Background: an optimization exercise with open tools, aiming at small area. Do not read the settings as production practice. Function was checked by simulation only, so behaviour that the tests miss may differ from the original. In every run shown here, the design's own scripts or RTL, not TritonCTS, make the clock network. No driver is modelled on the clock port, so clock power and skew are understated where the tree is cut down; a real chip needs a root buffer or a tree. No activity file was given, so power comes from the tool's default toggle rates.

File: design/flow/standard.sh
#!/bin/bash
# synth_recipe.tcl (not shown) runs the flow's synth.tcl, then flattens the netlist and writes it again
# the make line also repeats each setting of config.mk as NAME=value (left out here)
make -C /OpenROAD-flow-scripts/flow DESIGN_CONFIG=/design/flow/config.mk WORK_HOME=/design/flow/orfs CLKGATE_MAP_FILE= SYNTH_SCRIPT=/design/flow/synth_recipe.tcl "${@:-finish}"
File: design/flow/design.v
module enduro_video(iRST_n,
                    iVGA_CLK,
                    show_cars,
                    car_user_x,
                    car2_x,
                    car2_y,
                    car3_x,
                    car3_y,
                    oBLANK_n,
                    oHS,
                    oVS,
                    b_data,
                    g_data,
                    r_data);
input iRST_n;
input iVGA_CLK;
input show_cars;
input [9:0] car_user_x;
input [9:0] car2_x;
input [9:0] car2_y;
input [9:0] car3_x;
input [9:0] car3_y;
output oBLANK_n;
output reg oHS;
output reg oVS;
output [7:0] b_data;
output [7:0] g_data;
output [7:0] r_data;
function [9:0] dec10(input [9:0] a, input bin);
  integer i;
  reg b;
  begin
    b = bin;
    for (i = 0; i < 10; i = i + 1) begin
      dec10[i] = a[i] ^ b;
      b = b & ~a[i];
    end
  end
endfunction
reg [9:0] XN;
reg [9:0] YN;
wire x_wrap = (~XN[0] & ~XN[1] & ~XN[2] & ~XN[3] & ~XN[4] & ~XN[8] & ~XN[9]);      
wire x_h0 = (~XN[0] & ~XN[1] & ~XN[2] & ~XN[3] & XN[4] & XN[5] & XN[6] & ~XN[7] & ~XN[9]);          
wire x_eol = (XN[0] & ~XN[1] & ~XN[2] & ~XN[3] & XN[4] & XN[5] & XN[6] & ~XN[7] & ~XN[9]);        
wire x_hs = (~XN[4] & ~XN[5] & ~XN[6]) | (XN[4] & XN[5] & XN[6]) | (XN[7]) | (XN[9]);          
wire x_blank = (~XN[8] & XN[9]) | (~XN[7] & XN[9]) | (~XN[5] & XN[7]) | (~XN[6] & XN[7]) | (~XN[1] & XN[7] & XN[8]) | (~XN[4] & XN[7] & XN[8]) | (~XN[0] & XN[7] & XN[8]) | (XN[7] & XN[8] & ~XN[9]) | (~XN[3] & XN[9]) | (~XN[2] & XN[9]) | (XN[0] & XN[1] & XN[2] & XN[3] & XN[4] & XN[5] & XN[6] & ~XN[7]);    
wire y_wrap = (~YN[2] & ~YN[3] & ~YN[9]);      
wire y_vs = (~YN[4]) | (YN[3]) | (YN[5]) | (YN[6]) | (YN[7]) | (YN[8]) | (YN[0] & ~YN[1]) | (YN[1] & YN[2]) | (~YN[0] & ~YN[2]);          
wire y_blank = (YN[8] & YN[9]) | (YN[7] & ~YN[8]) | (YN[6] & ~YN[8]) | (YN[5] & ~YN[8]);    
always @(posedge iVGA_CLK, negedge iRST_n)
  if (!iRST_n) begin
    XN <= ~10'd655;
    YN <= ~10'd491;
  end else begin
    XN <= dec10(XN, 1'b1) | {10{x_wrap}};
    YN <= dec10(YN, x_eol) | {10{x_eol & y_wrap}};
  end
always @(posedge iVGA_CLK, negedge iRST_n)
  if (!iRST_n) begin
    oHS <= 1'b0;
    oVS <= 1'b0;
  end else begin
    oHS <= x_h0 ? oHS : x_hs;
    oVS <= x_h0 ? oVS : y_vs;
  end
assign oBLANK_n = x_blank & y_blank;
reg [2:0] r5;
reg band;
wire r_step = x_eol & ~YN[0];           
wire r_wrap = r_step & r5[2];           
wire r_clr = r_wrap | (x_eol & y_wrap);
reg [2:0] rinc;
reg rc;
integer k;
always @(*) begin
  rc = r_step;
  for (k = 0; k < 3; k = k + 1) begin
    rinc[k] = r5[k] ^ rc;
    rc = rc & r5[k];
  end
end
always @(posedge iVGA_CLK) begin
  r5 <= rinc & {3{~r_clr}};
  band <= (band ^ r_wrap) & ~(x_eol & y_wrap);
end
wire [2:0] code;
enduro_color color (.XN(XN), .YN(YN[8:0]), .band(band), .show_cars(show_cars),
                    .car_user_x(car_user_x), .car2_x(car2_x), .car2_y(car2_y),
                    .car3_x(car3_x), .car3_y(car3_y), .code(code));
reg [2:0] c;
always @(posedge iVGA_CLK)
  c <= code;
wire r_hi = c[2];
wire r_lo = c[2] | (c[0] & ~c[1]);
wire g7 = c[1] & c[0];
wire g6 = c[1] | c[0];
wire g5 = c[1];
wire g4 = c[1] | (c[0] & ~c[2]);
wire g2 = c[0];
assign r_data = {r_hi, r_lo, r_hi, r_lo, r_hi, r_lo, r_hi, r_lo};
assign g_data = {g7, g6, g5, g4, g5, g2, g5, g6};
assign b_data = {g5, g4, g5, g4, g5, g4, g5, g4};
endmodule
module enduro_color(
    input [9:0] XN,
    input [8:0] YN,
    input band,
    input show_cars,
    input [9:0] car_user_x,
    input [9:0] car2_x,
    input [9:0] car2_y,
    input [9:0] car3_x,
    input [9:0] car3_y,
    output reg [2:0] code);
localparam BLK = 3'b000, GRY = 3'b001, BLU = 3'b010, CYN = 3'b011,
           RED = 3'b100, ORG = 3'b101, WHT = 3'b111;
function [10:0] add10(input [9:0] a, input [9:0] b);
  integer i;
  reg c;
  begin
    c = 1'b1;
    for (i = 0; i < 10; i = i + 1) begin
      add10[i] = ~(~a[i] ^ ~b[i] ^ c);
      c = (~a[i] & ~b[i]) | (c & (~a[i] ^ ~b[i]));
    end
    add10[10] = ~c;
  end
endfunction
wire t_grass = (~XN[4] & ~XN[9]) | (XN[3] & XN[7] & XN[8] & XN[9]) | (~XN[3] & XN[4] & XN[7] & XN[8]) | (~XN[6] & ~XN[9]) | (~XN[4] & XN[5] & XN[7] & XN[8]) | (~XN[5] & XN[6] & XN[7] & XN[8]);    
wire t_kerb = (~XN[3] & ~XN[4] & ~XN[5] & ~XN[6] & XN[7] & XN[8] & XN[9]) | (XN[3] & XN[4] & XN[5] & XN[6] & ~XN[9]);      
wire t_lane = (~XN[0] & ~XN[1] & ~XN[2] & ~XN[3] & ~XN[4] & XN[5] & ~XN[6] & ~XN[7] & XN[8]) | (XN[0] & ~XN[1] & ~XN[2] & ~XN[3] & ~XN[4] & XN[5] & XN[6] & ~XN[7] & ~XN[8]) | (~XN[0] & ~XN[1] & ~XN[2] & ~XN[3] & ~XN[4] & ~XN[5] & XN[6] & XN[7] & ~XN[8]);      
wire [2:0] track = t_grass ? CYN : t_kerb ? (band ? RED : WHT) : t_lane ? WHT : BLK;
function [1:0] sprite(input [4:0] dx, input [5:0] dy);
  reg rA, rB, rC, rD, rE, rG, rK, cA, cB, cC, cD, cE, cS;
  begin
    rA = (~dy[1] & ~dy[2] & ~dy[3] & ~dy[4] & ~dy[5]);    
    rB = (~dy[1] & ~dy[2] & dy[3] & ~dy[4]) | (dy[0] & dy[1] & dy[2] & ~dy[3] & ~dy[4]) | (~dy[0] & ~dy[2] & dy[3] & ~dy[4]);    
    rC = (dy[0] & dy[1] & ~dy[2] & dy[3] & dy[4]) | (~dy[1] & dy[2] & dy[3] & dy[4]);    
    rD = (dy[0] & dy[2] & dy[3] & ~dy[4]) | (dy[1] & dy[2] & dy[3] & ~dy[4]) | (~dy[3] & dy[4]);    
    rE = (dy[2] & dy[3] & ~dy[4]) | (~dy[3] & dy[4]) | (~dy[0] & ~dy[1] & ~dy[2] & dy[4]);    
    rG = (~dy[0] & ~dy[1] & dy[5]) | (dy[0] & dy[1] & ~dy[2] & ~dy[3] & ~dy[4] & ~dy[5]) | (~dy[1] & dy[2] & ~dy[3] & ~dy[4]) | (~dy[0] & dy[2] & ~dy[3] & ~dy[4]) | (dy[0] & dy[2] & dy[3] & dy[4]) | (dy[1] & dy[2] & dy[3] & dy[4]);    
    rK = (~dy[0] & ~dy[1] & ~dy[2] & ~dy[3] & ~dy[4] & ~dy[5]) | (dy[0] & dy[1] & dy[5]);    
    cA = (dx[0] & dx[1] & ~dx[2] & ~dx[3]) | (dx[1] & ~dx[2] & dx[4]) | (~dx[0] & ~dx[1] & dx[2] & ~dx[3] & ~dx[4]);    
    cB = (dx[0] & dx[2] & ~dx[4]) | (dx[1] & dx[2] & ~dx[4]) | (dx[3]) | (~dx[1] & ~dx[2] & dx[4]);    
    cC = (dx[1] & dx[2] & ~dx[4]) | (dx[3]) | (~dx[0] & ~dx[1] & ~dx[2] & dx[4]);    
    cD = (~dx[0] & dx[1] & ~dx[2] & ~dx[3] & ~dx[4]) | (~dx[0] & ~dx[1] & dx[2] & dx[4]);    
    cE = (dx[0] & dx[1] & ~dx[2] & ~dx[3]);    
    cS = (~dx[0] & ~dx[1] & ~dx[2] & ~dx[3] & ~dx[4]) | (dx[1] & dx[2] & dx[4]);    
    if ((rA & cA) | (rB & cB) | (rC & cC) | (rD & cD) | (rE & cE))
      sprite = 2'd1;           
    else if (cS & rG)
      sprite = 2'd2;           
    else if (cS & rK)
      sprite = 2'd3;           
    else
      sprite = 2'd0;           
  end
endfunction
wire [10:0] s1 = add10(XN, car_user_x);
wire [10:0] s2 = add10(XN, car2_x);
wire [10:0] s3 = add10(XN, car3_x);
wire [10:0] t2 = add10({1'b0, YN}, car2_y);
wire [10:0] t3 = add10({1'b0, YN}, car3_y);
wire inx1 = ~s1[10] & (&s1[9:5]) & (s1[4] | (s1[3] & (|s1[2:0])));
wire inx2 = ~s2[10] & (&s2[9:5]) & (s2[4] | (s2[3] & (|s2[2:0])));
wire inx3 = ~s3[10] & (&s3[9:5]) & (s3[4] | (s3[3] & (|s3[2:0])));
wire mx1 = (s1 == 11'd1024) | (s1[9:0] == 10'd1000);
wire mx2 = (s2 == 11'd1024) | (s2[9:0] == 10'd1000);
wire mx3 = (s3 == 11'd1024) | (s3[9:0] == 10'd1000);
wire iny2 = (t2[10:6] == 5'b00111) & (t2[5] | (&t2[4:2]));
wire iny3 = (t3[10:6] == 5'b00111) & (t3[5] | (&t3[4:2]));
wire my2 = t2 == 11'd503;
wire my3 = t3 == 11'd503;
wire iny1 = (~YN[6] & ~YN[7] & ~YN[8]) | (~YN[2] & ~YN[3] & ~YN[4] & ~YN[5] & ~YN[7] & ~YN[8]);
wire my1 = (YN[0] & YN[1] & ~YN[2] & YN[3] & YN[4] & ~YN[6] & ~YN[7] & ~YN[8]);
wire [5:0] dy1 = {(~YN[2] & ~YN[3] & ~YN[4] & YN[5]), (YN[2] & ~YN[4]) | (YN[3] & ~YN[4]) | (~YN[2] & ~YN[3] & YN[4]), (YN[2] & ~YN[3]) | (~YN[2] & YN[3]), (YN[2]), (~YN[1]), (~YN[0])};
wire hit1 = inx1 & iny1;
wire m1 = mx1 & my1;
wire hit2 = inx2 & iny2 & (car2_y != 10'd0);
wire m2 = mx2 & my2;
wire hit3 = inx3 & iny3;
wire m3 = mx3 & my3;
wire sel2 = ~hit1 & hit2;
wire sel3 = ~hit1 & ~hit2;
wire [4:0] dxs = ({5{hit1}} & ~s1[4:0]) | ({5{sel2}} & ~s2[4:0]) | ({5{sel3}} & ~s3[4:0]);
wire [5:0] dys = ({6{hit1}} & dy1) | ({6{sel2}} & ~t2[5:0]) | ({6{sel3}} & ~t3[5:0]);
wire [1:0] cls = sprite(dxs, dys);
wire [2:0] body = hit1 | m1 ? BLU : ORG;
wire [2:0] scl = (cls == 2'd1) ? WHT : (cls == 2'd2) ? GRY : (cls == 2'd3) ? BLK : body;
always @(*) begin
  if (!show_cars) code = track;
  else if (hit1) code = scl;
  else if (m1) code = BLU;
  else if (hit2 | (~m2 & hit3)) code = scl;
  else if (m2 | m3) code = ORG;
  else code = track;
end
endmodule
File: design/flow/flow/abc.script
strash
&get -n
&fraig -x
&put
scorr
dc2
strash
&get -n
&deepsyn -T 120
&dch -f
&nf -R 1000
&put
File: design/flow/constraint.sdc
create_clock -name core_clock -period 15.0 [get_ports {iVGA_CLK}]
set_input_delay 3.0000 -clock core_clock [delete_from_list [all_inputs] [get_ports {iVGA_CLK}]]
set_output_delay 3.0000 -clock core_clock [all_outputs]
set_load 0.01 [all_outputs]
File: design/flow/flow/cts_pre.tcl
# Clock tree of a single buffer: the clock port drives one clock buffer, placed
# at the centre of the registers, and that buffer drives every register's clock
# pin. Replaces TritonCTS's tree (root buffer plus one level of leaf buffers) for
# this small design. The buffer cell is $::env(ONE_CLKBUF) (default clkbuf_16).
rename clock_tree_synthesis tritoncts_unused
proc clock_tree_synthesis {args} {
  set db [ord::get_db]
  set block [ord::get_db_block]
  set cell sky130_fd_sc_hd__clkbuf_16
  if { [info exists ::env(ONE_CLKBUF)] } { set cell $::env(ONE_CLKBUF) }
  set master [$db findMaster $cell]
  set clk [get_clocks]
  set port_name [get_property [lindex [get_property $clk sources] 0] name]
  set bterm [$block findBTerm $port_name]
  set net [$bterm getNet]
  set sinks {}
  set sx 0
  set sy 0
  foreach it [$net getITerms] {
    lappend sinks $it
    set inst [$it getInst]
    set loc [$inst getLocation]
    set sx [expr {$sx + [lindex $loc 0]}]
    set sy [expr {$sy + [lindex $loc 1]}]
  }
  set n [llength $sinks]
  if { $n == 0 } { error "no clock sinks" }
  set buf [odb::dbInst_create $block $master "clkbuf_one"]
  set out [odb::dbNet_create $block "clk_one"]
  $out setSigType CLOCK
  $net setSigType CLOCK
  foreach it $sinks {
    $it disconnect
    $it connect $out
  }
  [$buf findITerm A] connect $net
  [$buf findITerm X] connect $out
  $buf setLocation [expr {$sx / $n}] [expr {$sy / $n}]
  $buf setPlacementStatus PLACED
  puts "one clock buffer $cell drives $n clock pins"
  set_propagated_clock [all_clocks]
}
File: design/flow/config.mk
export PLATFORM = sky130hd
export DESIGN_NAME = enduro_video
export DESIGN_NICKNAME = enduro_video
export VERILOG_FILES = /design/flow/design.v
export SDC_FILE = /design/flow/constraint.sdc
export NUM_CORES = 4
export LEC_CHECK = 0
export CAP_MARGIN = 20
export CORE_MARGIN = 2
export CORE_UTILIZATION = 60
export SLEW_MARGIN = 20
File: design/flow/flow/run.sh
#!/bin/bash
# Own layout flow: the standard flow (standard.sh) with these changes:
#  - synthesis maps the logic with the area-oriented ABC script flow/abc.script
#    (which restructures the logic with &deepsyn for two minutes before mapping)
#    (everything else in ORFS's synthesis, and the standard flow's wrapper around it, is unchanged,
#    so the registers keep the standard synthesis's names and cell types);
#  - the port buffers that global placement inserts are sky130_fd_sc_hd__buf_1;
#  - the clock tree is a single sky130_fd_sc_hd__clkbuf_16 between the clock port
#    and the registers' clock pins (flow/cts_pre.tcl, run by ORFS's CTS step
#    before its clock_tree_synthesis call, which it replaces).
# Each tool's output goes to a log file here; ORFS's own logs are under orfs/logs.
set -euo pipefail
W=$PWD
# ORFS's synth.tcl, with its abc call given our script
sed 's|^\( *\)log_cmd abc {\*}$abc_args|\1set abc_args [lreplace $abc_args 1 1 '"$W"'/flow/abc.script]\n\1log_cmd abc {*}$abc_args|' \
  "$FLOW_HOME/scripts/synth.tcl" > "$W/own_synth.tcl"
grep -q "flow/abc.script" "$W/own_synth.tcl"
sed "s|\$::env(SCRIPTS_DIR)/synth.tcl|$W/own_synth.tcl|" synth_recipe.tcl > own_synth_recipe.tcl
grep -q "own_synth.tcl" own_synth_recipe.tcl
sed "s|SYNTH_SCRIPT=[^ ]*|SYNTH_SCRIPT=$W/own_synth_recipe.tcl|" standard.sh > own_standard.sh
grep -q "own_synth_recipe.tcl" own_standard.sh
export BUFFER_PORTS_ARGS="-buffer_cell sky130_fd_sc_hd__buf_1"
export PRE_CTS_TCL="$W/flow/cts_pre.tcl"
bash own_standard.sh synth > synth.log 2>&1
bash own_standard.sh > layout.log 2>&1
==> run notes, run 1 <==
post-detailed-route wirelength per cell roughly 15 um; Final #Nets 577; commonest cells after routing, fill and taps aside 79 x sky130_fd_sc_hd__buf_1, 57 x sky130_fd_sc_hd__clkinv_1, 43 x sky130_fd_sc_hd__fa_1; hold crit path type register to register; Slew headroom 51.0%; overall via count from detail_route 2,928; CTS resizes 0; ratio of final minimum period to clock period 64.8%; total routing resource utilization after global routing 25.8%; pin slew with the least headroom to its limit ~740 ps; drt first-iter violations between 200 and 250; pwr/cell area 41.1 mW/mm^2; Syn Nets 518; initial core utilization 62.7%; global-route congestion overflow total 0; Max rail drop VDD 0.0698 mV; Final setup viols 0; antenna violations before repair 0; pin count of the biggest net entering global routing 30; required time of the critical path between 15,000 and 20,000 ps; hold path start oVS; hold buffers post-CTS 0; share of synthesized area occupied by flip-flops and latches between 20% and 30%; number of global-route vias before repair roughly 2.8k; Cells after Synth 390; critical path arrival 9850 ps; largest cells by area after synthesis sky130_fd_sc_hd__fa_1 25%, sky130_fd_sc_hd__ha_1 12%, sky130_fd_sc_hd__dfrtp_1 11%, sky130_fd_sc_hd__clkinv_1 6.2%, sky130_fd_sc_hd__dfstp_2 5.3%; Post-CTS Setup Repair Bufs 0; destination of the worst register-to-register timing path c[0]; # Max-Cap Violations 0; share of async-settable or async-resettable flops after synthesis 75.9%; total iterations of the first detailed-routing run 4; result of the run complete, no violations; leakage power summed over all cells 0.00145 uW; number of I/O port buffers 79; standard cell core area approximately 0.0055 mm^2; count of standard-cell rows 27; category of the most critical setup path input pin to register; GP Congestion 0.916; floorplan die area 0.00641 mm^2; synthesis-to-finish area growth 6.88%; post-synthesis cell type with the largest combined area sky130_fd_sc_hd__fa_1; worst-case hold path end point oVS; worst setup skew after layout 5.44 ps; Yosys warnings 2; layout cells sized above 1 2.01%; maximum net fanout on the critical path 13; Worst Hold Path Cells 2; Remaining DRCs 0; Final Hold Vio Count 0; Critical R2R Launch XN[0]; share of the synthesized area in the top cell type around a quarter; latest clock arrival within the worst-skew pair 170 ps; clock transition at the registers of the reported paths 110 ps; setup repair after global routing missed its margin false; routed wire length approximately 8000 um; final hold slack 580 ps; half-perimeter wire length after detailed placement 7000 um; vias per std cell 5.64; Synth cell types between 40 and 50; total standard cell area after synthesis 0.00347 mm^2; number of top-level pins 80; Antenna diodes 0; final critical path time including I/O delays and setup ~10000 ps; Setup TNS 0 ps; y dimension of the die roughly 80 um; global-route wire length before repair 13,100 um; setup slack of the worst register-to-register path 7620 ps; FF+latch count, synth 29; count of antenna-violating nets left after detailed routing 0; Main synth FF type sky130_fd_sc_hd__dfrtp_1; Critical Path Sink Type register; number of cells traversed by the worst register-to-register path 25; most common cell after layout, fill and taps aside sky130_fd_sc_hd__buf_1; launching element type of the critical path input pin; DIE WIDTH approximately 80 um; count of final max-slew check failures 0; number of enable-type register cells in the synthesized netlist 0; maximum achievable frequency about 0.10 GHz; mean post-synth cell area 8.90 um^2
-- Yosys cell counts (2+ instances only) --
library cell and n:
sky130_fd_sc_hd__a21oi_1 17, sky130_fd_sc_hd__o21ai_0 16, sky130_fd_sc_hd__a21boi_0 3, sky130_fd_sc_hd__nor2_1 36, sky130_fd_sc_hd__dfrtp_1 15, sky130_fd_sc_hd__or2_0 2
sky130_fd_sc_hd__and2_0 3, sky130_fd_sc_hd__nand4_1 8, sky130_fd_sc_hd__o2111ai_1 2, sky130_fd_sc_hd__fa_1 43, sky130_fd_sc_hd__nand3_1 6, sky130_fd_sc_hd__dfstp_2 7
sky130_fd_sc_hd__o31ai_1 2, sky130_fd_sc_hd__a22oi_1 2, sky130_fd_sc_hd__buf_4 24, sky130_fd_sc_hd__dfxtp_1 7, sky130_fd_sc_hd__ha_1 32, sky130_fd_sc_hd__nand3b_1 3
sky130_fd_sc_hd__nand4b_1 2, sky130_fd_sc_hd__nor4b_1 3, sky130_fd_sc_hd__xnor2_1 4, sky130_fd_sc_hd__o21a_1 3, sky130_fd_sc_hd__o31a_1 2, sky130_fd_sc_hd__a31oi_1 6
sky130_fd_sc_hd__nor4_1 13, sky130_fd_sc_hd__nor3_1 10, sky130_fd_sc_hd__and3_1 4, sky130_fd_sc_hd__clkinv_1 57, sky130_fd_sc_hd__o22ai_1 7, sky130_fd_sc_hd__or3_1 4
sky130_fd_sc_hd__nand2_1 35, sky130_fd_sc_hd__nand2b_1 2, sky130_fd_sc_hd__a211oi_1 2
-- state kept, by name, summed over array words and instances, names as in the netlist --
signal	cells
XN	10
YN	10
c	3
r5	3
band	1
oHS	1
oVS	1
-- cell type report --
type	count	area, um^2
Fill cell	493	1830
Timing Repair Buffer	80	304
Sequential cell	29	699
Tap cell	72	90.1
Inverter	57	214
Multi-Input combinational cell	280	2380
Buffer	1	25.0
-- worst max-delay path, cell delays in order --
cell	delay, ps
sky130_fd_sc_hd__buf_1	70
sky130_fd_sc_hd__ha_1	200
sky130_fd_sc_hd__fa_1	380
sky130_fd_sc_hd__fa_1	390
sky130_fd_sc_hd__fa_1	400
sky130_fd_sc_hd__fa_1	400
sky130_fd_sc_hd__fa_1	390
sky130_fd_sc_hd__fa_1	370
sky130_fd_sc_hd__clkinv_1	60
sky130_fd_sc_hd__fa_1	170
sky130_fd_sc_hd__fa_1	200
sky130_fd_sc_hd__fa_1	450
sky130_fd_sc_hd__nor4_1	350
sky130_fd_sc_hd__o2111ai_1	170
sky130_fd_sc_hd__or2_0	480
sky130_fd_sc_hd__nand2b_1	440
sky130_fd_sc_hd__o22ai_1	150
sky130_fd_sc_hd__nor2_1	290
sky130_fd_sc_hd__nor4_1	170
sky130_fd_sc_hd__nor3_1	150
sky130_fd_sc_hd__a21oi_1	80
sky130_fd_sc_hd__o21a_1	210
sky130_fd_sc_hd__nor3_1	220
sky130_fd_sc_hd__o21ai_0	150
sky130_fd_sc_hd__a311oi_1	320
sky130_fd_sc_hd__o31a_1	170
-- kinds of logic after synthesis --
logic type / after synthesis / share of synthesized area [%]
AND/OR/NAND/NOR: 133 / 19.0
flip-flops: 29 / 20.1
AO/OA/AOI/OAI: 67 / 12.0
XOR/XNOR: 5 / 1.26
buffers and inverters: 81 / 11.4
adder cells (fa/ha/maj): 75 / 36.3
-- per-layer routing --
metal / global-route usage (%) / vias to the layer above / wire length (um)
met5: 0 / - / 0
met4: 2.03 / 0 / 80
met3: 4.04 / 6 / 488
met2: 44.3 / 111 / 3870
met1: 36.2 / 1378 / 3560
li1: - / 1433 / -
-- report_power, final --
group | total [uW] | switching [uW] | internal (uW)
sequential | 78.0 | 0.00912 | 78.0
combinational | 41.4 | 24.1 | 17.3
clock | 33.1 | 20.7 | 12.5
total | 153 | 44.8 | 108
-- metrics by stage --
stage	power (uW)	setup slack, ps	util, %	area (um^2)	std cells
2_1_floorplan	105	6020	-	3470	390
3_3_place_gp	120	5250	66.5	3690	518
3_5_place_dp	120	5190	66.5	3690	518
4_1_cts	153	5340	67.0	3710	519
5_1_grt	161	4770	67.0	3710	519
6_report	153	5280	67.0	3710	519
-- worst max path at each step --
stage | depth (start not counted) | from | to
4_1_cts | 26 | car_user_x[0] | c[0]
2_1_floorplan | 24 | car_user_x[0] | c[0]
6_report | 26 | car_user_x[0] | c[0]
3_3_place_gp | 24 | car_user_x[0] | c[0]
3_5_place_dp | 26 | car_user_x[0] | c[0]
5_1_grt | 26 | car_user_x[0] | c[0]
==> run 2, diff against run 1 <==
--- a/design/flow/config.mk
+++ b/design/flow/config.mk
@@ -7,5 +7,5 @@
 export LEC_CHECK = 0
 export CAP_MARGIN = 20
 export CORE_MARGIN = 2
-export CORE_UTILIZATION = 60
+export CORE_UTILIZATION = 80
 export SLEW_MARGIN = 20
==> run notes, run 2 <==
Critical R2R Launch XN[0]; pin slew with the least headroom to its limit 772 ps; worst setup skew after layout 2.36 ps; setup repair after global routing missed its margin false; hold crit path type register to register; overall via count from detail_route 3,511; post-place instance area 0.00365 mm^2; commonest cells after routing, fill and taps aside 78 x sky130_fd_sc_hd__buf_1, 57 x sky130_fd_sc_hd__clkinv_1, 43 x sky130_fd_sc_hd__fa_1; maximum net fanout on the critical path 13; number of top-level pins 80; floorplan die area 0.00488 mm^2; Setup TNS 0 ps; Antenna diodes 0; clock transition at the registers of the reported paths 120 ps; Worst Hold Path Cells 2; DIE WIDTH 69.9 um; total routing resource utilization after global routing between 40 and 50%; critical path arrival 10,220 ps; global-route congestion overflow total 0; Slew headroom 48.5%; first element of the critical path car_user_x[0]; GP Congestion between 0.9 and 1; synthesis-to-finish area growth 5.91%; half-perimeter wire length after detailed placement approximately 8200 um; vias per std cell 7.08; hold buffers post-CTS 0; count of standard-cell rows 23; leakage power summed over all cells between 0.001 and 0.0015 uW; # Max-Cap Violations 0; commonest cells in the netlist 57 x sky130_fd_sc_hd__clkinv_1, 43 x sky130_fd_sc_hd__fa_1, 36 x sky130_fd_sc_hd__nor2_1, 35 x sky130_fd_sc_hd__nand2_1, 32 x sky130_fd_sc_hd__ha_1; latest clock arrival within the worst-skew pair 170 ps; layout cells sized above 1 2.02%; share of the synthesized area in the top cell type approximately a quarter; Syn Nets 518; number of enable-type register cells in the synthesized netlist 0; y dimension of the die between 60 and 70 um; pin count of the biggest net entering global routing 30; total iterations of the first detailed-routing run 8; registers with the highest flip-flop counts XN: 10 flops, YN: 10 flops; routed wire length 10,300 um; number of global-route vias before repair 3,583; Post-CTS Setup Repair Bufs 0; most common cell after layout, fill and taps aside sky130_fd_sc_hd__buf_1; required time of the critical path 15,120 ps; CTS resizes 0; antenna violations before repair 0; category of the most critical setup path input pin to register; mean post-synth cell area 8.90 um^2; most frequent cell on the critical path sky130_fd_sc_hd__fa_1; worst-case hold path end point r5[0]; result of the run complete, no violations; standard cell core area 0.00409 mm^2; drt first-iter violations 467; Synth cell types 41; launching element type of the critical path input pin; share of async-settable or async-resettable flops after synthesis about three quarters; Final setup viols 0; FF+latch count, synth 29; Critical Path Sink Type register; destination of the worst register-to-register timing path c[2]; largest cells by area after synthesis sky130_fd_sc_hd__fa_1 25%, sky130_fd_sc_hd__ha_1 12%, sky130_fd_sc_hd__dfrtp_1 11%, sky130_fd_sc_hd__clkinv_1 6.2%, sky130_fd_sc_hd__dfstp_2 5.3%; post-route cell area between 0.003 and 0.004 mm^2; number of cells traversed by the worst register-to-register path 25; highest cell delay on the worst timing path 510 ps; pwr/cell area 42.6 mW/mm^2; count of antenna-violating nets left after detailed routing 0; post-synthesis cell type with the largest combined area sky130_fd_sc_hd__fa_1; setup slack of the worst register-to-register path 7250 ps; total standard cell area after synthesis 0.00347 mm^2; most frequent cell after synthesis sky130_fd_sc_hd__clkinv_1; Final #Nets 576; share of synthesized area occupied by flip-flops and latches 20.1%; Cells after Synth 390; Remaining DRCs 0; hold path start r5[0]; global-route wire length before repair around 17,000 um; Max rail drop VDD between 0.07 and 0.08 mV; number of I/O port buffers 79; post-detailed-route wirelength per cell 20.8 um; initial core utilization 85.0%; Yosys warnings 2; Main synth FF type sky130_fd_sc_hd__dfrtp_1; Final Hold Vio Count 0; Slowest-stage cell, CP sky130_fd_sc_hd__or2_0; maximum achievable frequency 0.0990 GHz; final critical path time including I/O delays and setup 10,100 ps; count of final max-slew check failures 0; ratio of final minimum period to clock period 67.3%
## run 2: cell counts after synthesis
No cell type changed its count.
## run 2: through the flow
step	util, %	total power [uW]	hold WS (ps)	std cells	setup slack [ps]
after detailed placement	89.3	121	572	495	5040
final	90.0	157	606	496	4900
after CTS	90.0	154	598	496	5190
after global routing	90.0	161	612	496	4530
after global placement	89.3	118	529	495	5340
after floorplan	-	105	539	390	6020
## run 2: kinds of logic after synthesis
group	after synthesis	share of synthesized area [%]
simple gates	133	19.0
fa+ha+maj	75	36.3
compound gates	67	12.0
xor+xnor	5	1.26
flops	29	20.1
buf+inv	81	11.4
## run 2: report_power, final
part	switching (uW)	internal, uW	leakage [uW]
clock	21.8	12.5	0.0000123
sequential	0.00900	78.0	0.000297
combinational	26.8	17.7	0.00114
total	48.5	108	0.00145
## run 2: cell type report
cell class | count | area [um^2]
Tap cell | 50 | 62.6
Buffer | 1 | 25.0
Timing Repair Buffer | 79 | 298
Multi-Input combinational cell | 280 | 2380
Fill cell | 190 | 409
Sequential cell | 29 | 699
Inverter | 57 | 214
## run 2: per-layer routing
| layer | GRT usage, % | part of all wire, % | routed length (um) |
|---|---|---|---|
| met5 | 0 | 0 | 0 |
| met4 | 19.0 | 7.5 | 774 |
| met3 | 10.8 | 13 | 1350 |
| met2 | 75.4 | 47 | 4880 |
| met1 | 50.1 | 32 | 3330 |
## run 2: worst max-delay path by stage
stage,slack [ps],depth (start not counted),endpoint
CTS,5190,26,c[2]
global placement,5340,24,c[0]
global route,4530,27,c[2]
finish,4900,26,c[2]
detailed placement,5040,26,c[2]
floorplan,6020,24,c[0]
## run 2: worst max-delay path: cells and delay by family
family | cells | cell delay (ps)
AO/OA/AOI/OAI | 9 | 2030
buffers and inverters | 2 | 140
adder cells (fa/ha/maj) | 10 | 3440
AND/OR/NAND/NOR | 5 | 1580
==> run 3, diff against run 2 <==
--- a/design/flow/config.mk
+++ b/design/flow/config.mk
@@ -7,5 +7,5 @@
 export LEC_CHECK = 0
 export CAP_MARGIN = 20
 export CORE_MARGIN = 2
-export CORE_UTILIZATION = 80
+export CORE_UTILIZATION = 70
 export SLEW_MARGIN = 20
==> run notes, run 3 <==
share of synthesized area occupied by flip-flops and latches about a fifth; global-route congestion overflow total 0; routed wire length 8420 um; global-route wire length before repair 13,300 um; hold buffers post-CTS 0; overall via count from detail_route about 3.0k; pwr/cell area 40.8 mW/mm^2; largest cells by area after synthesis sky130_fd_sc_hd__fa_1 25%, sky130_fd_sc_hd__ha_1 12%, sky130_fd_sc_hd__dfrtp_1 11%, sky130_fd_sc_hd__clkinv_1 6.2%, sky130_fd_sc_hd__dfstp_2 5.3%; ratio of final minimum period to clock period 65.4%; vias per std cell 5.84; number of global-route vias before repair roughly 2.9k; most frequent cell after synthesis sky130_fd_sc_hd__clkinv_1; # Max-Cap Violations 0; Final #Nets 577; pin slew with the least headroom to its limit 749 ps; most common cell after layout, fill and taps aside sky130_fd_sc_hd__buf_1; Setup TNS 0 ps; count of antenna-violating nets left after detailed routing 0; Cells after Synth 390; commonest cells in the netlist 57 x sky130_fd_sc_hd__clkinv_1, 43 x sky130_fd_sc_hd__fa_1, 36 x sky130_fd_sc_hd__nor2_1, 35 x sky130_fd_sc_hd__nand2_1, 32 x sky130_fd_sc_hd__ha_1; commonest cells after routing, fill and taps aside 79 x sky130_fd_sc_hd__buf_1, 57 x sky130_fd_sc_hd__clkinv_1, 43 x sky130_fd_sc_hd__fa_1; post-synthesis cell type with the largest combined area sky130_fd_sc_hd__fa_1; pin count of the biggest net entering global routing 30; GR peak layer met2; dominant delay contributor by cell family on the critical path adder cells; Antenna diodes 0; count of final max-slew check failures 0; number of enable-type register cells in the synthesized netlist 0; count of standard-cell rows 25; floorplan die area approximately 0.0055 mm^2; total iterations of the first detailed-routing run 5; GR Layer Usage met3 2.85%; drt first-iter violations between 200 and 250; Slowest-stage cell, CP sky130_fd_sc_hd__or2_0; Syn Nets just over 500; Global Route met2 Usage about 55%; initial core utilization about three quarters; final setup slack of the worst path 5190 ps; registers with the highest flip-flop counts XN: 10 flops, YN: 10 flops; Buf/Inv on CP 2; Post-CTS Setup Repair Bufs 0; Layout Cells excl Fill 514; Max rail drop VDD 0.0778 mV; most frequent cell on the critical path sky130_fd_sc_hd__fa_1; Yosys warnings 2; post-detailed-route wirelength per cell 16.4 um; mean post-synth cell area about 8.9 um^2; worst setup skew after layout 9.14 ps; synthesis-to-finish area growth 6.70%; number of top-level pins 80; required time of the critical path 15,110 ps; share of the synthesized area in the top cell type 24.8%; critical path arrival 9920 ps; maximum net fanout on the critical path 13; setup repair after global routing missed its margin false; highest cell delay on the worst timing path around 480 ps; layout cells sized above 1 2.01%; half-perimeter wire length after detailed placement 7200 um; antenna violations before repair 0; final critical path time including I/O delays and setup 9810 ps; CTS resizes 0; Slew headroom 50.1%; result of the run complete, no violations; Synth cell types a little over 40; FF+latch count, synth 29; leakage power summed over all cells 0.00145 uW; launching element type of the critical path input pin; Remaining DRCs 0; y dimension of the die 74.4 um; category of the most critical setup path input pin to register; DIE WIDTH 74.4 um; latest clock arrival within the worst-skew pair 170 ps; global-route met1 utilization 41.8%; # placed instances roughly 510; Main synth FF type sky130_fd_sc_hd__dfrtp_1; maximum achievable frequency 0.102 GHz; Final Core Density 77.9%; share of async-settable or async-resettable flops after synthesis 75.9%; total routing resource utilization after global routing 31.3%; Final setup viols 0; standard cell core area 0.00475 mm^2; Critical Path Sink Type register; clock transition at the registers of the reported paths 110 ps; total standard cell area after synthesis 0.00347 mm^2; hold crit path type register to register; Final Hold Vio Count 0; GP Congestion 0.932; Post-Place Setup Slack 5180 ps; number of I/O port buffers 79
[run 3: cell counts after synthesis]
Identical to the previous run, type by type.
[run 3: logic make-up (layout without fill, tap and decap cells)]
family                   Yosys count  in the layout  share of synthesized area [%]
AO/OA/AOI/OAI                     67             67                           12.0
XOR/XNOR                           5              5                           1.26
adder cells (fa/ha/maj)           75             75                           36.3
buffers and inverters             81            138                           11.4
flip-flops                        29             29                           20.1
AND/OR/NAND/NOR                  133            133                           19.0
[run 3: worst paths after layout]
kind | start | to | slack, ps | cells after the start
min in group asynchronous | iRST_n | XN[2] | 2780 | 2
worst max-delay path | car_user_x[0] | c[2] | 5190 | 26
worst min register to register | oVS | oVS | 570 | 2
worst min-delay path | oVS | oVS | 570 | 2
worst max register to register | XN[0] | c[2] | 7560 | 25
max in group asynchronous | iRST_n | YN[9] | 11950 | 2
[run 3: layout make-up]
type	instances	area, um^2
plain buffers	1	25.0
inverters	57	214
repair buffers	80	304
well taps	67	83.8
multi-input cells	280	2380
flip-flops and latches	29	699
fillers	360	1050
[run 3: layer usage]
layer,up-vias,routed length [um]
met5,-,0
met4,0,202
met3,24,538
met2,141,4220
met1,1399,3460
li1,1436,-
[run 3: report_power, final]
part           leakage [uW]  switching, uW  internal (uW)
sequential         0.000297        0.00951           78.0
combinational       0.00114           24.3           17.2
clock             0.0000123           19.1           12.4
[run 3: worst reg2reg max path, delay by kind of cell (launching register included)]
kind	cells	cell delay, ps
flip-flops	1	500
buffers and inverters	1	80
AO/OA/AOI/OAI	9	2000
adder cells (fa/ha/maj)	10	3410
AND/OR/NAND/NOR	5	1380
[run 3: metrics by stage]
stage,power (uW),hold slack [ps],cell area (um^2)
after CTS,153,589,3700
after detailed placement,120,565,3680
after global placement,119,560,3680
after floorplan,105,539,3470
final,151,575,3700
after global routing,160,620,3700
==> run 4, diff against run 3 <==
--- a/design/flow/flow/run.sh
+++ b/design/flow/flow/run.sh
@@ -4,10 +4,15 @@
 #    (which restructures the logic with &deepsyn for two minutes before mapping)
 #    (everything else in ORFS's synthesis, and the standard flow's wrapper around it, is unchanged,
 #    so the registers keep the standard synthesis's names and cell types);
+#  - after synthesis, flow/pol.py removes inverters around the full adders by
+#    using some adders with all their pins complemented (a full adder is
+#    self-dual); flow/pol_eq.ys proves the result equivalent to the synthesised
+#    netlist, and the flow keeps the synthesised netlist if that proof fails;
 #  - the port buffers that global placement inserts are sky130_fd_sc_hd__buf_1;
-#  - the clock tree is a single sky130_fd_sc_hd__clkbuf_16 between the clock port
-#    and the registers' clock pins (flow/cts_pre.tcl, run by ORFS's CTS step
-#    before its clock_tree_synthesis call, which it replaces).
+#  - the clock tree is one level of two sky130_fd_sc_hd__clkbuf_8, each driving
+#    half of the registers' clock pins, fed directly by the clock port
+#    (flow/cts_pre.tcl, run by ORFS's CTS step before its clock_tree_synthesis
+#    call, which it replaces).
 # Each tool's output goes to a log file here; ORFS's own logs are under orfs/logs.
 set -euo pipefail
 W=$PWD
@@ -22,4 +27,17 @@
 export BUFFER_PORTS_ARGS="-buffer_cell sky130_fd_sc_hd__buf_1"
 export PRE_CTS_TCL="$W/flow/cts_pre.tcl"
 bash own_standard.sh synth > synth.log 2>&1
+RES="$W/orfs/results/$FLOW_PLATFORM/enduro_video/base"
+cp "$RES/1_2_yosys.v" "$W/netlist_abc.v"
+if python3 "$W/flow/pol.py" "$W/netlist_abc.v" "$W/netlist_pol.v" > pol.log 2>&1; then
+  sed -e "s|@LIB@|$FLOW_HOME/platforms/$FLOW_PLATFORM/lib/sky130_fd_sc_hd__tt_025C_1v80.lib|" \
+      -e "s|@GOLD@|$W/netlist_abc.v|" -e "s|@GATE@|$W/netlist_pol.v|" flow/pol_eq.ys > pol_eq.ys
+  YOSYS=$(command -v yosys || echo "$FLOW_HOME/../tools/install/yosys/bin/yosys")
+  if "$YOSYS" -q -l pol_eq.log pol_eq.ys > pol_eq.out 2>&1; then
+    cp "$W/netlist_pol.v" "$RES/1_2_yosys.v"
+    echo "using the netlist with fewer inverters" >> pol.log
+  else
+    echo "equivalence proof failed: keeping the synthesised netlist" >> pol.log
+  fi
+fi
 bash own_standard.sh > layout.log 2>&1
==> design/flow/flow/cts_pre.tcl (replaced) <==
# Clock tree of one level: the clock port drives two clock buffers directly,
# and each buffer drives the clock pins of one half of the registers (split at
# the median along the wider side of their spread), from the centre of that
# half. Replaces TritonCTS's tree (a root buffer plus leaf buffers) for this
# small design. Sourced by ORFS's CTS step (PRE_CTS_TCL) before its
# clock_tree_synthesis call, which this redefines.
rename clock_tree_synthesis tritoncts_unused
proc clock_tree_synthesis {args} {
  set db [ord::get_db]
  set block [ord::get_db_block]
  set master [$db findMaster sky130_fd_sc_hd__clkbuf_8]
  set clk [get_clocks]
  set port_name [get_property [lindex [get_property $clk sources] 0] name]
  set net [[$block findBTerm $port_name] getNet]
  set sinks {}
  foreach it [$net getITerms] {
    set loc [[$it getInst] getLocation]
    lappend sinks [list [lindex $loc 0] [lindex $loc 1] $it]
  }
  set n [llength $sinks]
  if { $n < 2 } { error "too few clock sinks" }
  set xs [lsort -integer [lmap s $sinks { lindex $s 0 }]]
  set ys [lsort -integer [lmap s $sinks { lindex $s 1 }]]
  set axis [expr { ([lindex $xs end] - [lindex $xs 0]) >= ([lindex $ys end] - [lindex $ys 0]) ? 0 : 1 }]
  set sorted [lsort -integer -index $axis $sinks]
  set half [expr { $n / 2 }]
  set groups [list [lrange $sorted 0 [expr { $half - 1 }]] [lrange $sorted $half end]]
  $net setSigType CLOCK
  set k 0
  foreach g $groups {
    set buf [odb::dbInst_create $block $master "clkbuf_leaf$k"]
    set out [odb::dbNet_create $block "clk_leaf$k"]
    $out setSigType CLOCK
    set sx 0
    set sy 0
    foreach s $g {
      set it [lindex $s 2]
      $it disconnect
      $it connect $out
      set sx [expr { $sx + [lindex $s 0] }]
      set sy [expr { $sy + [lindex $s 1] }]
    }
    [$buf findITerm A] connect $net
    [$buf findITerm X] connect $out
    $buf setLocation [expr { $sx / [llength $g] }] [expr { $sy / [llength $g] }]
    $buf setPlacementStatus PLACED
    puts "clock buffer clkbuf_leaf$k drives [llength $g] clock pins"
    incr k
  }
  set_propagated_clock [all_clocks]
}
==> design/flow/flow/pol.py (new file) <==
#!/usr/bin/env python3
"""Inverter clean-up around full adders in a flat Yosys netlist of sky130 cells.

A full adder is self-dual: fa(~a, ~b, ~c) = (~sum, ~cout). Yosys's extract_fa
picks each adder's polarity on its own, and ABC cannot move inverters across
the adder cells, so the mapped netlist keeps inverters in front of and behind
many of them. This pass removes every inverter (except one that drives an
output port), chooses for each full adder whether to use it as is or with all
its pins complemented, and then puts back one inverter for each net whose
complement is still needed, choosing the adder polarities that need the fewest
inverters. Registers and all other cells are kept as they are.

usage: pol.py IN.v OUT.v
"""
import random
import re
import sys

OUT_PINS = {"X", "Y", "Q", "Q_N", "SUM", "COUT", "HI", "LO"}
INV_RE = re.compile(r"^sky130_fd_sc_hd__(clk)?inv(lp)?_\d+$")
FA_RE = re.compile(r"^sky130_fd_sc_hd__fa_\d+$")
INST_RE = re.compile(r"^  (sky130_fd_sc_hd__\w+) (\\\S+ |\S+) \((.*?)\n  \);\n", re.M | re.S)
PIN_RE = re.compile(r"\.(\w+)\(([^()]*)\)")


def esc(v):
    """A net as written in Verilog: an escaped name ends with a space."""
    return v + " " if v.startswith("\\") else v


def main(src, dst):
    text = open(src).read()
    insts = []
    for m in INST_RE.finditer(text):
        pins = [(p, v.strip()) for p, v in PIN_RE.findall(m.group(3))]
        insts.append({"type": m.group(1), "name": m.group(2), "pins": pins,
                      "span": m.span()})
    head = text[: insts[0]["span"][0]]
    tail = text[insts[-1]["span"][1]:]
    between = [text[insts[i]["span"][1]: insts[i + 1]["span"][0]] for i in range(len(insts) - 1)]
    assert all(b.strip() == "" for b in between), "unexpected text between cells"
    assert "assign" not in head + tail, "assign statements are not handled"

    outputs = set()
    for m in re.finditer(r"^\s*output\s+(\[(\d+):(\d+)\]\s+)?(\S+);", head, re.M):
        if m.group(1):
            hi, lo = int(m.group(2)), int(m.group(3))
            for i in range(min(hi, lo), max(hi, lo) + 1):
                outputs.add(f"{m.group(4)}[{i}]")
        else:
            outputs.add(m.group(4))

    driver = {}
    for k, c in enumerate(insts):
        for p, v in c["pins"]:
            if p in OUT_PINS:
                assert v not in driver, f"net {v} has two drivers"
                driver[v] = (k, p)

    def is_net(v):
        return not re.match(r"^\d+'[bh]", v) and v != ""

    # inverters that stay: those driving an output port
    inv = [k for k, c in enumerate(insts) if INV_RE.match(c["type"])]
    removable = set()
    for k in inv:
        y = dict(insts[k]["pins"])["Y"]
        if y not in outputs:
            removable.add(k)

    memo = {}

    def resolve(v):
        """(base net, polarity) of net v, looking through removable inverters."""
        if v in memo:
            return memo[v]
        d = driver.get(v)
        if d is not None and d[0] in removable:
            b, pol = resolve(dict(insts[d[0]]["pins"])["A"])
            r = (b, pol ^ 1)
        else:
            r = (v, 0)
        memo[v] = r
        return r

    fas = [k for k, c in enumerate(insts) if FA_RE.match(c["type"])]
    fa_index = {k: i for i, k in enumerate(fas)}
    # consumers: (inst, pin, base, pol)
    cons = []
    for k, c in enumerate(insts):
        if k in removable:
            continue
        for p, v in c["pins"]:
            if p in OUT_PINS or not is_net(v):
                continue
            b, pol = resolve(v)
            cons.append((k, p, b, pol))
    # output ports read their net directly
    port_need = []
    for o in outputs:
        b, pol = resolve(o)
        assert b == o and pol == 0
        port_need.append(o)

    # base nets driven by a full adder, and which adder
    base_fa = {}
    for b in {c[2] for c in cons} | set(port_need):
        d = driver.get(b)
        if d is not None and d[0] in fa_index:
            base_fa[b] = fa_index[d[0]]
    fixed = {base_fa[o] for o in port_need if o in base_fa}

    by_base = {}
    for i, (k, p, b, pol) in enumerate(cons):
        by_base.setdefault(b, []).append(i)

    def need(i, x):
        k, p, b, pol = cons[i]
        n = pol
        if k in fa_index:
            n ^= x[fa_index[k]]
        if b in base_fa:
            n ^= x[base_fa[b]]
        return n

    def cost_base(b, x):
        return 1 if any(need(i, x) for i in by_base[b]) else 0

    bases_of_fa = [set() for _ in fas]
    for b, idx in by_base.items():
        for i in idx:
            k = cons[i][0]
            if k in fa_index:
                bases_of_fa[fa_index[k]].add(b)
        if b in base_fa:
            bases_of_fa[base_fa[b]].add(b)

    def total(x):
        return sum(cost_base(b, x) for b in by_base)

    x = [0] * len(fas)
    best = total(x)
    best_x = list(x)
    start = best
    rng = random.Random(1)
    free = [i for i in range(len(fas)) if i not in fixed]
    cur = best
    temp = 1.0
    for it in range(20000):
        if not free:
            break
        i = rng.choice(free)
        bs = bases_of_fa[i]
        before = sum(cost_base(b, x) for b in bs)
        x[i] ^= 1
        after = sum(cost_base(b, x) for b in bs)
        delta = after - before
        if delta <= 0 or rng.random() < pow(2.718, -delta / temp):
            cur += delta
            if cur < best:
                best, best_x = cur, list(x)
        else:
            x[i] ^= 1
        temp = max(0.05, 1.0 - it / 15000)
    x = best_x
    assert total(x) == best

    # rewrite
    inv_net = {}
    new_cells = []
    for b in sorted(by_base):
        if cost_base(b, x):
            n = len(inv_net)
            inv_net[b] = f"_polinv{n}_"
            new_cells.append(f"  sky130_fd_sc_hd__clkinv_1 _polinvc{n}_ (\n    .A({esc(b)}),\n    .Y(_polinv{n}_)\n  );\n")
    newpin = {}
    for i, (k, p, b, pol) in enumerate(cons):
        newpin[(k, p)] = inv_net[b] if need(i, x) else b
    out = [head.rstrip("\n") + "\n"]
    for n in range(len(inv_net)):
        out.append(f"  wire _polinv{n}_;\n")
    for k, c in enumerate(insts):
        if k in removable:
            continue
        pins = []
        for p, v in c["pins"]:
            pins.append(f"    .{p}({esc(newpin.get((k, p), v))})")
        out.append(f"  {c['type']} {c['name']} (\n" + ",\n".join(pins) + "\n  );\n")
    out.extend(new_cells)
    out.append(tail.lstrip("\n") if tail.startswith("\n") else tail)
    open(dst, "w").write("".join(out))
    flipped = sum(x)
    sys.stderr.write(f"pol.py: {len(inv)} inverters before, {len(inv) - len(removable) + len(inv_net)} after;"
                     f" {flipped} of {len(fas)} full adders complemented (cost {start} -> {best})\n")


if __name__ == "__main__":
    main(sys.argv[1], sys.argv[2])
==> design/flow/flow/pol_eq.ys (new file) <==
# Proves the netlist pol.py wrote (GATE) equivalent to the one synthesis wrote
# (GOLD): the same registers, and the same function at every register input and
# output port. Run by run.sh with the paths filled in.
read_liberty -ignore_miss_func @LIB@
read_verilog @GOLD@
rename enduro_video gold
read_verilog @GATE@
rename enduro_video gate
hierarchy -check
flatten gold gate
proc
opt_clean
async2sync
rename -hide gold/w:_* gate/w:_*
equiv_make gold gate eq
hierarchy -top eq
equiv_simple -seq 2
equiv_induct
equiv_status -assert
--- a/design/flow/config.mk
+++ b/design/flow/config.mk
@@ -7,5 +7,5 @@
 export LEC_CHECK = 0
 export CAP_MARGIN = 20
 export CORE_MARGIN = 2
-export CORE_UTILIZATION = 70
+export CORE_UTILIZATION = 60
 export SLEW_MARGIN = 20
==> run notes, run 4 <==
half-perimeter wire length after detailed placement 6950 um; Buf/Inv on CP 2; hold crit path type register to register; highest cell delay on the worst timing path 500 ps; Antenna diodes 0; global-route wire length before repair roughly 13,000 um; critical path depth 26; floorplan die area 0.00636 mm^2; Syn Nets 510; Cells after Synth 382; Remaining DRCs 0; pwr/cell area 41.1 mW/mm^2; worst setup skew after layout 13.4 ps; y dimension of the die approximately 80 um; antenna violations before repair 0; synthesis-to-finish area growth 7.02%; drt first-iter violations 224; Critical Path Sink Type register; Slowest-stage cell, CP sky130_fd_sc_hd__fa_1; final critical path time including I/O delays and setup roughly 10,000 ps; global-route congestion overflow total 0; Slew headroom 49.4%; number of I/O port buffers 79; dominant delay contributor by cell family on the critical path adder cells; routed wire length 8150 um; Final setup viols 0; most common cell after layout, fill and taps aside sky130_fd_sc_hd__buf_1; overall via count from detail_route 2,956; hold path start oVS; layout cells sized above 1 2.27%; first element of the critical path car_user_x[0]; category of the most critical setup path input pin to register; number of cells traversed by the worst register-to-register path 25; # placed instances ~500; Yosys warnings 2; # Max-Cap Violations 0; maximum net fanout on the critical path 13; initial core utilization 62.1%; latest clock arrival within the worst-skew pair approximately 160 ps; post-detailed-route wirelength per cell 15.9 um; mean post-synth cell area roughly 9.0 um^2; Final Hold Vio Count 0; total standard cell area after synthesis 0.00344 mm^2; setup repair after global routing missed its margin false; critical path arrival 10,270 ps; Critical R2R Launch XN[0]; Layout Cells excl Fill 512; Post-Place Setup Slack 4770 ps; total iterations of the first detailed-routing run 5; Setup TNS 0 ps; filler cell count in the final layout 494; final setup slack of the worst path 4830 ps; total routing resource utilization after global routing roughly a quarter; standard cell core area between 0.005 and 0.006 mm^2; clock transition at the registers of the reported paths roughly 100 ps; Worst Hold Path Cells 2; Post-CTS Setup Repair Bufs 0; count of final max-slew check failures 0; leakage power summed over all cells 0.00148 uW; number of global-route vias before repair roughly 2.8k; count of standard-cell rows 27; launching element type of the critical path input pin; registers with the highest flip-flop counts XN: 10 flops, YN: 10 flops; register area ~700 um^2; Max rail drop VDD about 0.063 mV; result of the run complete, no violations; GP Congestion 0.941; pin slew with the least headroom to its limit 759 ps; Final #Nets 570; hold buffers post-CTS 0; area of the multi-input gates 0.00238 mm^2; maximum achievable frequency 0.0984 GHz; pin count of the biggest net entering global routing 23; vias per std cell approximately 5.8; CTS resizes 0; number of top-level pins 80; commonest cells after routing, fill and taps aside 79 x sky130_fd_sc_hd__buf_1, 49 x sky130_fd_sc_hd__clkinv_1, 43 x sky130_fd_sc_hd__fa_1; count of antenna-violating nets left after detailed routing 0; most frequent cell on the critical path sky130_fd_sc_hd__fa_1; DIE WIDTH 79.7 um; required time of the critical path about 15,000 ps; ratio of final minimum period to clock period between 60 and 70%
==> run 4: area by class of cell <==
| type | instances | share of cell area (%) |
|---|---|---|
| buffer | 2 | 0.747 |
| inverter | 49 | 4.99 |
| multi-input combinational | 280 | 64.6 |
| sequential | 29 | 19.0 |
| tap | 72 | 2.45 |
| timing repair buffer | 80 | 8.25 |
==> run 4: layer usage <==
metal | up-vias | global-route usage [%] | wire length, um
li1 | 1417 | - | -
met3 | 7 | 2.49 | 521
met1 | 1402 | 39.3 | 3680
met5 | - | 0 | 0
met2 | 130 | 43.9 | 3870
met4 | 0 | 3.05 | 77
==> run 4: worst paths after layout <==
kind / end / slack (ps)
min in group asynchronous: YN[0] / 2790
max in group asynchronous: YN[9] / 11920
max reg2reg: c[2] / 7230
min reg2reg: oVS / 580
max: c[2] / 4830
min: oVS / 580
==> run 4: power by group <==
| group | leakage, uW | switching [uW] | internal, uW |
|---|---|---|---|
| sequential | 0.000297 | 0.00888 | 77.9 |
| clock | 0.0000144 | 19.8 | 12.3 |
| combinational | 0.00117 | 24.4 | 16.9 |
==> run 4: metrics by stage <==
stage	util, %	instance area (um^2)	power [uW]	hold WS (ps)
3_3_place_gp	66.0	3660	120	560
6_report	66.5	3680	151	580
3_5_place_dp	66.0	3660	120	555
4_1_cts	66.5	3680	152	589
5_1_grt	66.5	3680	161	611
2_1_floorplan	-	3440	104	539
==> run 4: worst reg2reg max path, delay by kind of cell (launching register included) <==
| family | cells | cell delay, ps |
|---|---|---|
| adder cells (fa/ha/maj) | 10 | 3870 |
| buffers and inverters | 1 | 70 |
| flip-flops | 1 | 490 |
| AND/OR/NAND/NOR | 5 | 1360 |
| AO/OA/AOI/OAI | 9 | 1930 |
==> run 5, diff against run 4 <==
--- a/design/flow/flow/run.sh
+++ b/design/flow/flow/run.sh
@@ -6,8 +6,10 @@
 #    so the registers keep the standard synthesis's names and cell types);
 #  - after synthesis, flow/pol.py removes inverters around the full adders by
 #    using some adders with all their pins complemented (a full adder is
-#    self-dual); flow/pol_eq.ys proves the result equivalent to the synthesised
-#    netlist, and the flow keeps the synthesised netlist if that proof fails;
+#    self-dual), then flow/remap.ys maps all the logic between the full adders
+#    and the registers again with ABC (flow/abc_remap.script), half adders and
+#    inverters included; flow/pol_eq.ys proves each step's netlist equivalent
+#    to the synthesised one, and the flow keeps the last one so proven;
 #  - the port buffers that global placement inserts are sky130_fd_sc_hd__buf_1;
 #  - the clock tree is one level of two sky130_fd_sc_hd__clkbuf_8, each driving
 #    half of the registers' clock pins, fed directly by the clock port
@@ -28,16 +30,37 @@
 export PRE_CTS_TCL="$W/flow/cts_pre.tcl"
 bash own_standard.sh synth > synth.log 2>&1
 RES="$W/orfs/results/$FLOW_PLATFORM/enduro_video/base"
+LIB="$FLOW_HOME/platforms/$FLOW_PLATFORM/lib/sky130_fd_sc_hd__tt_025C_1v80.lib"
+YOSYS=$(command -v yosys || echo "$FLOW_HOME/../tools/install/yosys/bin/yosys")
 cp "$RES/1_2_yosys.v" "$W/netlist_abc.v"
+# prove a netlist equivalent to the synthesised one: prove NETLIST LOG
+prove() {
+  sed -e "s|@LIB@|$LIB|" -e "s|@GOLD@|$W/netlist_abc.v|" -e "s|@GATE@|$1|" flow/pol_eq.ys > "$2.ys"
+  "$YOSYS" -q -l "$2.log" "$2.ys" > "$2.out" 2>&1
+}
+use=""
 if python3 "$W/flow/pol.py" "$W/netlist_abc.v" "$W/netlist_pol.v" > pol.log 2>&1; then
-  sed -e "s|@LIB@|$FLOW_HOME/platforms/$FLOW_PLATFORM/lib/sky130_fd_sc_hd__tt_025C_1v80.lib|" \
-      -e "s|@GOLD@|$W/netlist_abc.v|" -e "s|@GATE@|$W/netlist_pol.v|" flow/pol_eq.ys > pol_eq.ys
-  YOSYS=$(command -v yosys || echo "$FLOW_HOME/../tools/install/yosys/bin/yosys")
-  if "$YOSYS" -q -l pol_eq.log pol_eq.ys > pol_eq.out 2>&1; then
-    cp "$W/netlist_pol.v" "$RES/1_2_yosys.v"
-    echo "using the netlist with fewer inverters" >> pol.log
-  else
-    echo "equivalence proof failed: keeping the synthesised netlist" >> pol.log
+  if prove "$W/netlist_pol.v" pol_eq; then
+    use="$W/netlist_pol.v"
+    DONTUSE=$(grep -o '^abc -script .*' "$W/orfs/logs/$FLOW_PLATFORM/enduro_video/base/1_2_yosys.log" | head -1 \
+              | grep -o -- '-dont_use [^ ]*' | tr '\n' ' ' || true)
+    sed -e "s|@LIB@|$LIB|g" -e "s|@IN@|$W/netlist_pol.v|" -e "s|@OUT@|$W/netlist_remap.v|" \
+        -e "s|@SCRIPT@|$W/flow/abc_remap.script|" -e "s|@DONTUSE@|$DONTUSE|" -e "s|@STAT@|$W/remap_stat.txt|" \
+        flow/remap.ys > remap.ys
+    if "$YOSYS" -q -l remap.log remap.ys > remap.out 2>&1 && prove "$W/netlist_remap.v" remap_eq; then
+      a_pol=$(python3 flow/area.py "$LIB" "$W/netlist_pol.v")
+      a_remap=$(python3 flow/area.py "$LIB" "$W/netlist_remap.v")
+      echo "cell area: $a_pol after pol.py, $a_remap after remap.ys" >> pol.log
+      if python3 -c "import sys; sys.exit(0 if $a_remap < $a_pol else 1)"; then
+        use="$W/netlist_remap.v"
+      fi
+    fi
   fi
 fi
+if [[ -n "$use" ]]; then
+  cp "$use" "$RES/1_2_yosys.v"
+  echo "netlist used: $use" >> pol.log
+else
+  echo "netlist used: the synthesised one" >> pol.log
+fi
 bash own_standard.sh > layout.log 2>&1
==> design/flow/flow/abc_remap.script (new file) <==
strash
&get -n
&fraig -x
&put
scorr
dc2
strash
&get -n
&dch -f
&nf -R 1000
&put
==> design/flow/flow/area.py (new file) <==
#!/usr/bin/env python3
"""Prints the total cell area of a flat netlist (cells read from a liberty file).
usage: area.py LIB NETLIST"""
import re
import sys
lib = open(sys.argv[1]).read()
area = {m.group(1): float(m.group(2)) for m in
        re.finditer(r'cell \("?(\w+)"?\)\s*\{.*?area : ([\d.]+)', lib, re.S)}
net = open(sys.argv[2]).read()
print(sum(area[c] for c in re.findall(r'^\s*(sky130_\w+)\s', net, re.M)))
==> design/flow/flow/remap.ys (new file) <==
# Maps again all the logic between the full adders and the registers of the
# netlist IN (the half adders and inverters included), with the full adders'
# polarities that pol.py chose. Run by run.sh with the paths filled in.
read_liberty -ignore_miss_func @LIB@
blackbox sky130_fd_sc_hd__fa_* sky130_fd_sc_hd__df* sky130_fd_sc_hd__edf* sky130_fd_sc_hd__sdf*
read_verilog @IN@
hierarchy -top enduro_video
flatten
opt_clean
abc -script @SCRIPT@ -liberty @LIB@ @DONTUSE@
opt_clean -purge
splitnets
hilomap -singleton -hicell sky130_fd_sc_hd__conb_1 HI -locell sky130_fd_sc_hd__conb_1 LO
insbuf -buf sky130_fd_sc_hd__buf_4 A X
opt_clean -purge
tee -o @STAT@ stat -liberty @LIB@
write_verilog -noattr -nohex -nodec @OUT@
==> run notes, run 5 <==
count of antenna-violating nets left after detailed routing 0; Cells after Synth approximately 360; total standard cell area after synthesis 0.00317 mm^2; standard cell core area around 0.0051 mm^2; half-perimeter wire length after detailed placement 6510 um; CTS resizes 0; vias per std cell 5.86; Syn Nets 458; Antenna diodes 0; synthesis-to-finish area growth 8.48%; Max rail drop VDD 0.0502 mV; dominant delay contributor by cell family on the critical path adder cells; area of the multi-input gates 0.00229 mm^2; total routing resource utilization after global routing 27.6%; result of the run complete, no violations; final critical path time including I/O delays and setup 10,050 ps; leakage power summed over all cells 0.00125 uW; hold buffers post-CTS 0; highest cell delay on the worst timing path 510 ps; global-route wire length before repair 13,300 um; worst setup skew after layout 5.23 ps; antenna violations before repair 0; clock transition at the registers of the reported paths 100 ps; number of global-route vias before repair 2,884; maximum achievable frequency about 0.10 GHz; maximum net fanout on the critical path 7; Critical Path Sink Type register; y dimension of the die 76.7 um; floorplan die area 0.00588 mm^2; routed wire length 7800 um; count of standard-cell rows 26; most common cell after layout, fill and taps aside sky130_fd_sc_hd__buf_1; pin count of the biggest net entering global routing 23; mean post-synth cell area just under 9 um^2; most frequent cell on the critical path sky130_fd_sc_hd__fa_1; Slew headroom 24.0%; layout cells sized above 1 roughly 2.4%; register area 699 um^2; hold path start YN[9]; pin slew with the least headroom to its limit 1110 ps; global-route congestion overflow total 0; launching element type of the critical path input pin; pwr/cell area 43.9 mW/mm^2; drt first-iter violations 140; hold crit path type register to register; Final setup viols 0; GP Congestion 0.955; Final #Nets ~520; overall via count from detail_route 2,896; filler cell count in the final layout ~440; Critical R2R Launch XN[0]; Final Hold Vio Count 0; commonest cells after routing, fill and taps aside 79 x sky130_fd_sc_hd__buf_1, 46 x sky130_fd_sc_hd__nand2_1, 44 x sky130_fd_sc_hd__nor2_1; required time of the critical path 15,040 ps; setup repair after global routing missed its margin false; Buf/Inv on CP 1; Post-CTS Setup Repair Bufs 0; Remaining DRCs 0; first element of the critical path car2_x[0]; Slowest-stage cell, CP sky130_fd_sc_hd__fa_1; initial core utilization 62.1%; Final Total Pwr 151 uW; count of final max-slew check failures 0; number of I/O port buffers 79; latest clock arrival within the worst-skew pair 150 ps; DIE WIDTH ~77 um; post-detailed-route wirelength per cell around 16 um; registers with the highest flip-flop counts XN: 10 flops, YN: 10 flops; Final Core Density 67.3%; critical path arrival ~10,000 ps; # Max-Cap Violations 0; final hold slack 477 ps; Setup TNS 0 ps; number of top-level pins 80; ratio of final minimum period to clock period 67.0%; category of the most critical setup path input pin to register; Yosys warnings 2; total iterations of the first detailed-routing run 5
run 5: layout make-up:
type	instances	area share, %
repair buffers	80	8.84
multi-input cells	304	66.5
inverters	9	0.982
well taps	70	2.55
plain buffers	2	0.800
flip-flops and latches	29	20.3
run 5: report_power, final:
| part | switching (uW) | internal, uW | leakage [uW] |
|---|---|---|---|
| sequential | 0.00966 | 77.9 | 0.000297 |
| combinational | 23.0 | 16.9 | 0.000940 |
| clock | 20.8 | 12.4 | 0.0000144 |
run 5: per-stage QoR:
step	setup WS [ps]	std cells	area [um^2]
5_1_grt	4440	494	3440
6_report	4950	494	3440
4_1_cts	5030	494	3440
2_1_floorplan	5490	362	3170
3_5_place_dp	4840	492	3410
3_3_place_gp	5070	492	3410
run 5: path summary, 6_finish.rpt:
kind                       slack (ps)  cells after the start     to
max in group asynchronous       11920                      2  YN[2]
max                              4950                     27   c[0]
max reg2reg                      7330                     26   c[0]
min in group asynchronous        2800                      2  YN[6]
min reg2reg                       480                      2  YN[9]
min                               480                      2  YN[9]
run 5: metal layers:
layer	track usage (%)	wire [um]
met5	0	0
met3	2.35	356
met1	38.9	3530
met2	46.9	3740
met4	6.18	180
run 5: worst register-to-register path, cell delays in order, from the launching register on:
cell and delay (ps):
sky130_fd_sc_hd__dfrtp_1 510, sky130_fd_sc_hd__and2_0 240, sky130_fd_sc_hd__fa_1 390, sky130_fd_sc_hd__fa_1 380, sky130_fd_sc_hd__fa_1 380, sky130_fd_sc_hd__fa_1 380
sky130_fd_sc_hd__fa_1 380, sky130_fd_sc_hd__fa_1 390, sky130_fd_sc_hd__fa_1 390, sky130_fd_sc_hd__fa_1 400, sky130_fd_sc_hd__fa_1 510, sky130_fd_sc_hd__nand2_1 60
sky130_fd_sc_hd__nor2_1 140, sky130_fd_sc_hd__or4b_1 450, sky130_fd_sc_hd__a311o_1 400, sky130_fd_sc_hd__and2_0 290, sky130_fd_sc_hd__nand2_1 110, sky130_fd_sc_hd__nand3_1 160
sky130_fd_sc_hd__o21ai_0 340, sky130_fd_sc_hd__a21oi_1 90, sky130_fd_sc_hd__o31a_1 320, sky130_fd_sc_hd__a221oi_1 260, sky130_fd_sc_hd__a21oi_1 100, sky130_fd_sc_hd__a21oi_1 130
sky130_fd_sc_hd__o21ai_0 120, sky130_fd_sc_hd__a21oi_1 180, sky130_fd_sc_hd__a21oi_1 60

## port drivers added, routing unchanged
The results above use ideal ports. As a check the final layouts listed here were re-extracted and re-timed, cells and wires unchanged.
Step 1: set_driving_cell puts a clkbuf_16 on iVGA_CLK and a buf_2 on each other input, an assumption about the parent block.
Step 2 also shifts input and output timing later by t, the mid clock arrival at the registers, as if the neighbouring blocks saw the same clock.
Slacks: no drivers / after step 1 / after step 2; pairs: no drivers / after step 1.
run | shift t [ns] | setup WS [ns] | worst hold slack (ns) | worst register clock-pin slew, ns | worst slew at a driven data input, ns
run 1 | 0.201 | 5.277 / 5.276 / 5.075 | 0.580 / 0.580 / 0.580 | 0.11 / 0.11 | 0.04
run 2 | 0.205 | 4.904 / 4.911 / 4.706 | 0.606 / 0.606 / 0.606 | 0.12 / 0.12 | 0.04
run 3 | 0.197 | 5.191 / 5.193 / 4.997 | 0.575 / 0.575 / 0.575 | 0.11 / 0.11 | 0.04
run 4 | 0.189 | 4.833 / 4.851 / 4.662 | 0.580 / 0.580 / 0.580 | 0.10 / 0.10 | 0.04
run 5 | 0.189 | 4.950 / 4.967 / 4.778 | 0.477 / 0.477 / 0.477 | 0.10 / 0.10 | 0.04
After both steps every run listed still meets setup and hold. For run 1, which loses most, drivers alone change the setup slack by -0.001 ns; drivers and shift together by -0.202 ns.
